This is an optimization exercise on Yosys and OpenROAD, whose aim is small area, a short achievable clock period and few clock cycles per item, not a production implementation. Function was checked by simulation only, so behaviour that the tests miss may differ from the original.

==> flow/design.v (outline; a module is shown in full before it is edited, if it fits) <==
// module f32_mult: 117 lines
// module f32_mult_mul24: 1249 lines
// module f32_mult_fa: 7 lines
module f32_mult (
  input logic clk, rst_n,
  input logic [31:0] a, b,
  input logic start,
  output logic done,
  output logic [31:0] p
);
  // ...
==> flow/run.sh <==
#!/bin/bash
# synth_recipe.tcl (not shown) runs the flow's synth.tcl, then flattens the netlist and writes it again
# the make line also repeats each setting of config.mk as NAME=value (left out here)
make -C /OpenROAD-flow-scripts/flow DESIGN_CONFIG=/design/flow/config.mk WORK_HOME=/design/flow/orfs CLKGATE_MAP_FILE= SYNTH_SCRIPT=/design/flow/synth_recipe.tcl finish
==> flow/config.mk <==
export PLATFORM = sky130hd
export DESIGN_NAME = f32_mult
export DESIGN_NICKNAME = f32_mult
export VERILOG_FILES = /design/flow/design.v
export SDC_FILE = /design/flow/constraint.sdc
export NUM_CORES = 4
export LEC_CHECK = 0
export ABC_AREA = 1
export CAP_MARGIN = 20
export CORE_MARGIN = 2
export CORE_UTILIZATION = 40
export SETUP_SLACK_MARGIN = 1.5
export SLEW_MARGIN = 20
export SYNTH_HIERARCHICAL = 1
export SYNTH_MINIMUM_KEEP_SIZE = 0
==> flow/constraint.sdc <==
create_clock -name core_clock -period 12.0 [get_ports {clk}]
set_input_delay 2.4000 -clock core_clock [delete_from_list [all_inputs] [get_ports {clk}]]
set_output_delay 2.4000 -clock core_clock [all_outputs]
set_load 0.01 [all_outputs]
==> run_results.csv, run 1 <==
group,metric,value,unit
synthesis,synth_compound_area_share,3.928,%
routing,wirelength,98070,um
timing,timing.hold.ws,2.232,ns
global_routing,grt_pass1_wl,150800,um
timing,period_minus_slack,10.12,ns
layout,instances_no_fill,4787,
critical_path,path_max_fanout,34,
clock_network,numCtsBuffers,5,
layout,largest_cell_class,"multi-input gates",
floorplan,tap_cells,855,
timing,setup_viol,0,
synthesis,syn_inst,3860,
status,status,"timing/DRC/antenna clean",
timing,finalCritPeriodShare,84.36,%
synthesis,synth_top_family_by_area,"adder cells",
global_routing,grt_max_degree,52,
routing,wl_met1,41220,um
layout,nets,4603,
critical_path,cp.buffers_inverters,8,
clock_network,root_buffer,"clkbuf_16",
synthesis,yosysSeqAreaShare,2.573,%
layout,buf_share,6.858,%
routing,num_vias,25810,
Testbench counts, summed over its fixed seeds: cycles 12,000, ops 12,000.
==> inputs of run 2 (changes only) <==
--- a/flow/config.mk
+++ b/flow/config.mk
@@ -10,5 +10,5 @@
 export CORE_MARGIN = 2
 export CORE_UTILIZATION = 40
-export SETUP_SLACK_MARGIN = 1.5
+export SETUP_SLACK_MARGIN = 3.0
 export SLEW_MARGIN = 20
 export SYNTH_HIERARCHICAL = 1
==> run_results.csv, run 2 <==
group,metric,value,unit
global_routing,grt_util_met1,40.91,%
synthesis,ys_top_cells_by_count,"nand2_1, fa_1, inv_1, nand3_1, nor2_1",
floorplan,rows,93,
routing,avgRoutedWirePerCell,21.07,um
layout,multi_input_area,25050,sq um
layout,diodes,0,
floorplan,die_x,258.3,um
critical_path,end_kind,"flop",
clock_network,clockBufferDepth,2,
floorplan,start_util,40.27,%
critical_path,worstPathArrival,9.70,ns
critical_path,path_max_fanout,7,
status,status,"timing/DRC/antenna clean",
global_routing,busiest_layer,"met2",
timing,period_minus_slack,9.445,ns
place,placement.io_buffers,99,
synthesis,async_reset_ff_share,3.030,%
synthesis,ys_top_cells_by_area,"fa_1, nand2_1, nand3_1, inv_1, ha_1",
clock_network,numCtsBuffers,5,
layout,fillCellCount,6370,
critical_path,cpPeakStageDelay,0.57,ns
clock_network,cts.reportedPaths.clkPinSlew,0.07,ns
clock_network,tritoncts,"built",
critical_path,cp.buffers_inverters,12,
timing,setup_viol,0,
synthesis,ys_warn_count,7,
routing,num_vias,27320,
synthesis,yosysSeqAreaShare,2.573,%
global_routing,track_usage,30.55,%
synthesis,ys_seq_elements,33,
synthesis,yosysTopAreaCell,"fa_1",
timing,finalCritPeriodShare,78.71,%
layout,reg_top3,"p x32, done x1",
routing,post_drt_via_cell_ratio,5.540,
synthesis,ys_dominant_reg_cell,"dfxtp_1",
timing,tightest_slew,0.8539,ns
clock_network,htree_levels,2,
layout,ff_latch_area,665.6,sq um
synthesis,synth_top_area_share,37.85,%
timing,fmax,105.9,MHz
global_routing,use_met2,49.61,%
layout,largest_register,"p",
synthesis,synthDistinctLibCells,49,
routing,drt_iter0_drc,2790,
timing,tns,0,ns
timing,maxSlewHeadroom,43.07,%
critical_path,crit_slowest_cell,"fa_1",
timing,rsz0062_at_grt,"yes",
layout,mostFrequentLayoutCells,"nand2_1, fa_1, inv_1",
layout,area_growth,24.81,%
timing,final-max-slew-violation-count,0,
timing,hold_viol,0,
clock_network,holdBufCountCts,0,
global_routing,antenna_found_initial,1,
synthesis,yosysMostFrequentCell,"nand2_1",
layout,final_common_cell,"nand2_1",
clock_network,root_buffer,"clkbuf_16",
routing,drtPass1Iterations,6,
critical_path,crit_family,"adder cells",
global_routing,grt_pass1_wl,157800,um
synthesis,syn_inst,3860,
synthesis,syn_avg_cell_area,6.701,sq um
global_routing,groute.layer.met3.usage,4.920,%
synthesis,syn_nets,4533,
floorplan,fp.dieH,258.3,um
routing,wirelength,103900,um
layout,drive_gt1_share,21.44,%
place,finalWeightedCongestion,0.9810,
routing,drc,0,
global_routing,grt_max_degree,52,
synthesis,syn_area,25870,sq um
layout,nets,4748,
critical_path,critPathRequiredTime,12.25,ns
global_routing,gr-total-overflow,0,
synthesis,synth_edf_count,0,
run,drv_cap,0,
layout,largest_reg_flops,32,
floorplan,fp.dieArea,66720,sq um
floorplan,num_io_pins,100,
routing,antenna_left,0,
place,hpwl,78260,um
clock_network,cts_sinks,33,
floorplan,core_area,64230,sq um
global_routing,grt_pass1_vias,27100,
worst_hold_path,min_path_type,"in2async",
critical_path,cp-start-kind,"primary input",
critical_path,crit_top_cell,"fa_1",
critical_path,crit_type,"in2reg",
run 2: layout make-up:
class                      instances  share of cell area [%]
sequential                        33                   2.062
tap                              855                   3.314
clock inverter                     3                  0.2015
clock buffer                       5                  0.3876
inverter                         478                   5.627
multi-input combinational       3202                   77.58
timing repair buffer             354                   10.81
timing repair inverter             1                 0.01938
run 2: worst max-delay path by stage:
stage,to,cells after the start,slack (ns),from
6_report,p[24],41,2.55,a[10]
5_1_grt,p[30],44,2.27,a[12]
4_1_cts,p[8],41,2.61,a[10]
3_5_place_dp,p[12],35,0.66,b[11]
3_3_place_gp,p[12],35,0.64,b[11]
2_1_floorplan,p[30],43,3.00,b[22]
run 2: logic make-up (layout without fill, tap and decap cells):
kind of cell	Yosys count	count (layout)	share of synthesized area, %
compound gates	188	189	3.928
xor+xnor	56	56	1.896
fa+ha+maj	606	606	43.51
buf+inv	636	841	9.897
flops	33	33	2.573
simple gates	2341	2351	38.20
run 2: metrics by stage:
stage	area (sq um)	cells	hold slack, ns	worst slack (ns)	util, %
CTS	30980	4880	2.239	2.609	48.23
detailed placement	28110	4756	2.556	0.6576	43.76
finish	32280	4931	2.237	2.555	50.26
global route	32280	4931	2.244	2.274	50.26
global placement	28110	4756	2.552	0.6442	43.76
floorplan	26120	3860	2.104	3.000	-
run 2: what timing repair did:
| action | CTS | global route |
|---|---|---|
| pin swaps | 135 | 114 |
| cloned | 16 | 4 |
| resized for setup | 694 | 270 |
| buffers inserted | 100 | 47 |
| setup endpoints to repair | 31 | 31 |
run 2: per-layer routing:
layer / wire [um] / up-vias
li1: - / 12290
met1: 42970 / 13340
met2: 47400 / 1377
met3: 8644 / 312
met4: 4857 / 0
met5: 0 / -
run 2: per-module statistics from Yosys (local to each module, per instance):
module          flops+latches  times used  cells
f32_mult                   33           1   1758
f32_mult_fa                 0         483      1
f32_mult_mul24              0           1   1619
==> inputs of run 3 (changes only) <==
--- a/flow/config.mk
+++ b/flow/config.mk
@@ -10,5 +10,4 @@
 export CORE_MARGIN = 2
 export CORE_UTILIZATION = 40
-export SETUP_SLACK_MARGIN = 3.0
 export SLEW_MARGIN = 20
 export SYNTH_HIERARCHICAL = 1
==> run_results.csv, run 3 <==
group,metric,value,unit
layout,nets,4582,
floorplan,die_x,258.3,um
critical_path,crit_end,"p[14]",
clock_network,root_buffer,"clkbuf_16",
routing,wirelength,96540,um
global_routing,track_usage,29.19,%
synthesis,ys_seq_elements,33,
critical_path,startpoint,"a[13]",
clock_network,clockBufferDepth,2,
synthesis,async_reset_ff_share,3.030,%
clock_network,holdBufCountCts,0,
critical_path,cpPeakStageDelay,1.13,ns
clock_network,numCtsBuffers,5,
floorplan,num_io_pins,100,
worst_hold_path,min_path_type,"in2async",
critical_path,path_max_fanout,34,
global_routing,grt_pass1_vias,26220,
clock_network,cts_setup_buffers,0,
layout,fillCellCount,6920,
timing,finalCritPeriodShare,94.51,%
layout,largest_register,"p",
synthesis,yosysSeqAreaShare,2.573,%
timing,period_minus_slack,11.34,ns
status,status,"timing/DRC/antenna clean",
routing,post_drt_via_cell_ratio,5.385,
place,dp_cells,4757,
synthesis,ys_top_cells_by_count,"nand2_1, fa_1, inv_1, nand3_1, nor2_1",
routing,drt_iter0_drc,2480,
timing,setup_viol,0,
global_routing,gr-total-overflow,0,
synthesis,ys_warn_count,7,
critical_path,crit_slowest_cell,"clkdlybuf4s50_1",
routing,num_vias,25660,
layout,reg_top3,"p x32, done x1",
floorplan,core_area,64230,sq um
timing,tightest_slew,1.093,ns
place,finalWeightedCongestion,1.005,
clock_network,tritoncts,"built",
global_routing,grt_pass1_wl,150600,um
synthesis,syn_nets,4533,
synthesis,synthDistinctLibCells,49,
critical_path,worstPathArrival,11.55,ns
routing,antenna_left,0,
layout,drive_gt1_share,5.806,%
clock_network,cts.reportedPaths.clkPinSlew,0.07,ns
floorplan,rows,93,
timing,rsz0062_at_grt,"no",
timing,final-max-slew-violation-count,0,
floorplan,start_util,40.27,%
layout,final_common_cell,"nand2_1",
synthesis,synth_edf_count,0,
synthesis,syn_area,25870,sq um
synthesis,synth_top_area_share,37.85,%
timing,fmax,88.17,MHz
timing,tns,0,ns
layout,area_growth,8.702,%
layout,largest_reg_flops,32,
clock_network,cts_sinks,33,
timing,hold_viol,0,
floorplan,fp.dieH,258.3,um
synthesis,syn_avg_cell_area,6.701,sq um
place,placement.io_buffers,99,
synthesis,yosysTopAreaCell,"fa_1",
critical_path,critPathRequiredTime,12.21,ns
synthesis,ys_top_cells_by_area,"fa_1, nand2_1, nand3_1, inv_1, ha_1",
place,placed_area,27940,sq um
synthesis,yosysMostFrequentCell,"nand2_1",
place,hpwl,79610,um
critical_path,crit_type,"in2reg",
layout,post-route-util,43.77,%
global_routing,antenna_found_initial,3,
critical_path,cp-start-kind,"primary input",
synthesis,syn_inst,3860,
critical_path,end_kind,"flop",
global_routing,grt_max_degree,52,
layout,mostFrequentLayoutCells,"nand2_1, fa_1, inv_1",
critical_path,crit_top_cell,"nand2_1",
routing,avgRoutedWirePerCell,20.26,um
timing,maxSlewHeadroom,26.90,%
routing,drtPass1Iterations,6,
clock_network,htree_levels,2,
synthesis,ys_dominant_reg_cell,"dfxtp_1",
layout,fin_area,28120,sq um
run,drv_cap,0,
routing,drc,0,
layout,instances_no_fill,4766,
floorplan,fp.dieArea,66720,sq um
clock_network,cts_resized,0,
-- run 3: cell counts after synthesis --
Identical to the previous run, type by type.
-- run 3: worst max-delay path, delay by kind of cell --
kind | cells | cell delay (ns)
buffers and inverters | 5 | 2.05
adders and majority gates | 7 | 3.49
AOI/OAI and AO/OA | 1 | 0.21
and+or+nand+nor | 26 | 3.35
-- run 3: logic make-up (layout without fill, tap and decap cells) --
| group | Yosys count | in the layout | share of synthesized area, % |
|---|---|---|---|
| AOI/OAI and AO/OA | 188 | 188 | 3.928 |
| xor gates and xnor gates | 56 | 56 | 1.896 |
| adders and majority gates | 606 | 606 | 43.51 |
| buffers and inverters | 636 | 686 | 9.897 |
| DFF | 33 | 33 | 2.573 |
| other | 0 | 1 | 0 |
| and+or+nand+nor | 2341 | 2341 | 38.20 |
-- run 3: stage by stage --
step / setup WS, ns / hold slack, ns
after floorplan: 2.677 / 2.104
after global placement: 0.5211 / 2.550
after detailed placement: 0.5093 / 2.551
after CTS: 0.7893 / 2.238
after global routing: 0.1525 / 2.237
final: 0.6583 / 2.237
-- run 3: Yosys stat by module, one instance, submodules excluded --
module,cells,copies in the design
f32_mult_mul24,1619,1
f32_mult,1758,1
f32_mult_fa,1,483
-- run 3: per-layer routing --
layer	vias up	track usage, %	part of all wire (%)
met5	-	0	0.030
met4	4	10.10	4.0
met3	218	4.842	8.1
met2	1167	47.45	46
met1	12340	39.45	42
li1	11940	-	-
-- run 3: how the worst min path moves through the flow --
stage	start	to	slack [ns]	depth (start not counted)
detailed placement	rst_n	done	2.55	1
finish	rst_n	done	2.24	1
global placement	rst_n	done	2.55	1
global route	rst_n	done	2.24	1
CTS	rst_n	done	2.24	1
floorplan	rst_n	done	2.10	0
-- run 3: area by class of cell --
class | instances | area (sq um) | area share, %
inverter | 478 | 1794 | 6.381
clock inverter | 3 | 46.29 | 0.1646
clock buffer | 5 | 125.1 | 0.4450
timing repair buffer | 200 | 1762 | 6.266
antenna | 1 | 2.502 | 0.008900
multi-input combinational | 3191 | 22650 | 80.56
tap | 855 | 1070 | 3.805
sequential | 33 | 665.6 | 2.367

port drivers added, routing unchanged:
The flow's constraints put no driver on any port. The routed layouts listed below were extracted and timed again, unchanged, in two steps.
Step 1: set_driving_cell puts a clkbuf_16 on clk and a buf_2 on each other input, an assumption about the parent block.
Step 2 also shifts input and output timing later by t, the mid clock arrival at the registers, as if the neighbouring blocks saw the same clock.
a / b / c = no drivers / after step 1 / after step 2; a / b = the first two.
| run | shift t [ns] | setup slack, ns | worst setup path at the end | clock arrival spread, ns |
|---|---|---|---|---|
| run 1 | 0.322 | 1.877 / 1.836 / 1.514 | input to register | 0.016 / 0.016 |
| run 2 | 0.331 | 2.555 / 2.502 / 2.172 | input to register | 0.021 / 0.021 |
| run 3 | 0.319 | 0.658 / 0.621 / 0.302 | input to register | 0.013 / 0.014 |
After both steps every run listed still meets setup and hold. The setup slack of run 2, which loses most, moves by -0.053 ns with the drivers and by -0.383 ns with both steps.
